This design comes from an exercise in tuning for small area, a short achievable clock period and few clock cycles per item on the open sky130 flow, not from production work. Only simulation tests tie the RTL to the original design; equivalence was not proved.

==> flow/design.v <==
`timescale 1ns/1ps
`default_nettype none
module div_unit_step (
    input  logic [31:0] r,
    input  logic [31:0] y,
    input  logic        hiok,
    input  logic        sa,
    output logic        q,
    output logic [31:0] rn
);
    logic [31:0] g, p, gg, pp;
    always_comb begin
        g  = r & y;
        p  = r ^ y;
        gg = g;
        pp = p;
        for (int l = 0; l < 5; l++)
            for (int i = 0; i < 32; i++)
                if ((i % (2 << l)) == (2 << l) - 1) begin
                    gg[i] = gg[i] | (pp[i] & gg[i - (1 << l)]);
                    pp[i] = pp[i] & pp[i - (1 << l)];
                end
        for (int l = 3; l >= 0; l--)
            for (int i = 0; i < 32; i++)
                if ((i % (2 << l)) == (1 << l) - 1 && i >= (2 << l)) begin
                    gg[i] = gg[i] | (pp[i] & gg[i - (1 << l)]);
                    pp[i] = pp[i] & pp[i - (1 << l)];
                end
    end
    assign q  = hiok & ~(sa & r[31]) & (gg[31] | (sa & pp[31]));
    assign rn = q ? (p ^ {gg[30:0], 1'b0}) : r;
endmodule
module div_unit #(
    parameter integer K = 5
) (
    input  logic        clk_i,
    input  logic        rst_ni,
    input  logic        start_i,
    input  logic [2:0]  op_type_i,
    input  logic [31:0] operand_a_i,
    input  logic [31:0] operand_b_i,
    output logic [31:0] result_o,
    output logic        done_o,
    output logic        busy_o,
    output logic        exception_valid_o,
    output logic [31:0] exception_cause_o
);
    localparam integer W  = 32 + K - 1;        
    localparam integer MM = (32 + K - 1) / K;  
    logic        busy_q, done_q, first_q, acc_q;
    logic [3:0]  cnt_q;
    logic [2:0]  op_q;
    logic [31:0] r_q, d_q, q_q;
    logic        sa_q, exc_q;
    logic        sgn, sa0, sa, sb, bz, ovf;
    logic [31:0] x0, bm, nb;
    logic [32:0] cb;
    logic [5:0]  la, lb;
    logic signed [7:0] n;
    logic [3:0]  m, mcur;
    assign sgn = ~op_q[0];
    assign sa0 = sgn & r_q[31];
    assign sa  = first_q ? sa0 : sa_q;
    assign sb  = sgn & d_q[31];
    assign x0  = r_q ^ {32{first_q & sa0}};
    assign bm  = d_q ^ {32{sb}};
    assign bz  = (d_q == 32'd0);
    assign ovf = (r_q == 32'h80000000) && (d_q == 32'hFFFFFFFF);
    assign cb[0] = ~sb;
    for (genvar i = 0; i < 32; i++) begin : g_inc
        assign nb[i]    = ~bm[i] ^ cb[i];
        assign cb[i+1] = ~bm[i] & cb[i];
    end
    always_comb begin
        la = 6'd0;
        lb = 6'd0;
        for (int i = 0; i < 32; i++) begin
            if (x0[i]) la = 6'(i + 1);
            if (bm[i]) lb = 6'(i + 1);
        end
    end
    assign n = $signed({2'b00, la}) - $signed({2'b00, lb}) + $signed({7'd0, sa0 & ~sb}) + 8'sd1;
    always_comb begin
        m = 4'd1;
        for (int j = 2; j <= MM; j++)
            if (n > (j - 1) * K) m = 4'(j);
    end
    assign mcur = first_q ? m : cnt_q;
    logic [W-1:0] yw;
    always_comb begin
        yw = '1;
        for (int j = 1; j <= MM; j++)
            if (mcur == 4'(j))
                yw = W'({1'b1, nb}) << (j * K - 1);
    end
    logic [31:0]  rs [0:K];
    logic [K-1:0] qb;
    assign rs[0] = x0;
    for (genvar j = 0; j < K; j++) begin : g_step
        logic [W-1:0] yj;
        logic         hiok;
        assign yj = W'({{j{1'b1}}, yw} >> j);
        if (W - j > 32) begin : g_hi
            assign hiok = &yj[W-1-j:32];
        end else begin : g_nohi
            assign hiok = 1'b1;
        end
        div_unit_step u_step (
            .r(rs[j]), .y(yj[31:0]), .hiok(hiok), .sa(sa), .q(qb[K-1-j]), .rn(rs[j+1])
        );
    end
    logic        last, negq, anyq;
    logic [31:0] qbase, qf, res, divr;
    logic [32:0] orq;
    assign last  = (mcur == 4'd1);
    assign qbase = first_q ? 32'd0 : q_q;
    assign qf    = {qbase[31-K:0], qb};
    assign negq  = sa ^ sb;
    assign anyq = |qb;
    assign orq[0] = 1'b0;
    for (genvar i = 0; i < 32; i++) begin : g_neg
        if (i < K) begin : g_lo
            assign orq[i+1] = orq[i] | qb[i];
        end else if (i == K) begin : g_k
            assign orq[i+1] = anyq | qbase[i-K];
        end else begin : g_hi
            assign orq[i+1] = orq[i] | qbase[i-K];
        end
        assign divr[i] = qf[i] ^ (negq & (i > K ? (orq[i] | anyq) : orq[i]));
    end
    always_comb begin
        if (~op_q[2])           res = 32'd0;
        else if (op_q[1])       res = rs[K] ^ {32{sa}};
        else if (bz)            res = 32'hFFFFFFFF;
        else                    res = divr;
    end
    always_ff @(posedge clk_i or negedge rst_ni) begin
        if (!rst_ni) begin
            busy_q <= 1'b0;
            done_q <= 1'b0;
            acc_q  <= 1'b1;
        end else if (start_i) begin
            busy_q <= 1'b1;
            done_q <= 1'b0;
            acc_q  <= 1'b0;
        end else if (done_q) begin
            busy_q <= 1'b0;
            done_q <= 1'b0;
            acc_q  <= 1'b1;
        end else if (busy_q && last) begin
            done_q <= 1'b1;
            acc_q  <= 1'b1;
        end
    end
    always_ff @(posedge clk_i) begin
        first_q <= start_i;
        cnt_q   <= mcur - 4'd1;
        q_q     <= last ? res : qf;
        if (acc_q) begin
            r_q  <= operand_a_i;
            d_q  <= operand_b_i;
            op_q <= op_type_i;
        end else begin
            r_q  <= rs[K];
        end
        if (first_q) begin
            sa_q  <= sa0;
            exc_q <= bz | ovf;
        end
    end
    assign result_o          = q_q;
    assign done_o            = done_q;
    assign busy_o            = busy_q;
    assign exception_valid_o = exc_q;
    assign exception_cause_o = {30'd0, exc_q, 1'b0};
endmodule
Settings: LEC_CHECK=0, ABC_AREA=1, CAP_MARGIN=20, CORE_MARGIN=2, CORE_UTILIZATION=65, SLEW_MARGIN=20; clock period 150.0 ns.
standard.sh (not shown) runs the stock make flow with config.mk's settings and CLKGATE_MAP_FILE= SYNTH_SCRIPT=/design/flow/synth_recipe.tcl, a recipe that flattens the netlist after the stock synthesis.
==> flow/flow/run.sh <==
#!/bin/bash
# Standard ORFS layout; only the port buffers are the smallest buffer cell
# instead of the default choice. Each tool's output goes to its own log.
set -euo pipefail
export BUFFER_PORTS_ARGS="-buffer_cell sky130_fd_sc_hd__buf_1"
bash standard.sh > standard_flow.log 2>&1
The baseline completed without violations.
Testbench counts at the start, summed over its fixed seeds: cycles 5,099, ops 1,600.
Next try:
==> flow/flow/run.sh (replaced) <==
#!/bin/bash
# Standard ORFS layout with two changes: the logic is mapped with the ABC
# script in flow/abc_area.script, and the port buffers are the smallest
# buffer cell. Each tool's output goes to its own log file.
set -euo pipefail
rm -rf orfs_scripts
cp -r "$FLOW_HOME/scripts" orfs_scripts
cp flow/abc_area.script orfs_scripts/abc_area.script
export SCRIPTS_DIR="$PWD/orfs_scripts"
export BUFFER_PORTS_ARGS="-buffer_cell sky130_fd_sc_hd__buf_1"
bash standard.sh > standard_flow.log 2>&1
==> flow/flow/abc_area.script (new file) <==
strash
dch
amap
topo
Non-clock buffer count goes up by 10.
Global-route usage goes up by 4.8 points.

==> static timing again, ports no longer ideal <==
The results above use ideal ports. As a check the final layouts listed here were re-extracted and re-timed, cells and wires unchanged. Step 1: set_driving_cell puts a clkbuf_16 on clk_i and a buf_2 on each other input, an assumption about the parent block. Step 2, shift: input delay + t, output delay - t, t = (earliest + latest rising clock arrival at the registers) / 2. This alone moves slack from input paths to output paths. Three values: no drivers, after step 1, after step 2; two values: the first two.
run	t, ns	setup slack, ns	worst setup path after step 2
the first run	0.404	119.053 / 119.002 / 119.406	register to output
the second run	0.428	112.692 / 112.692 / 112.692	register to register
After both steps setup and hold are still met in every run listed.
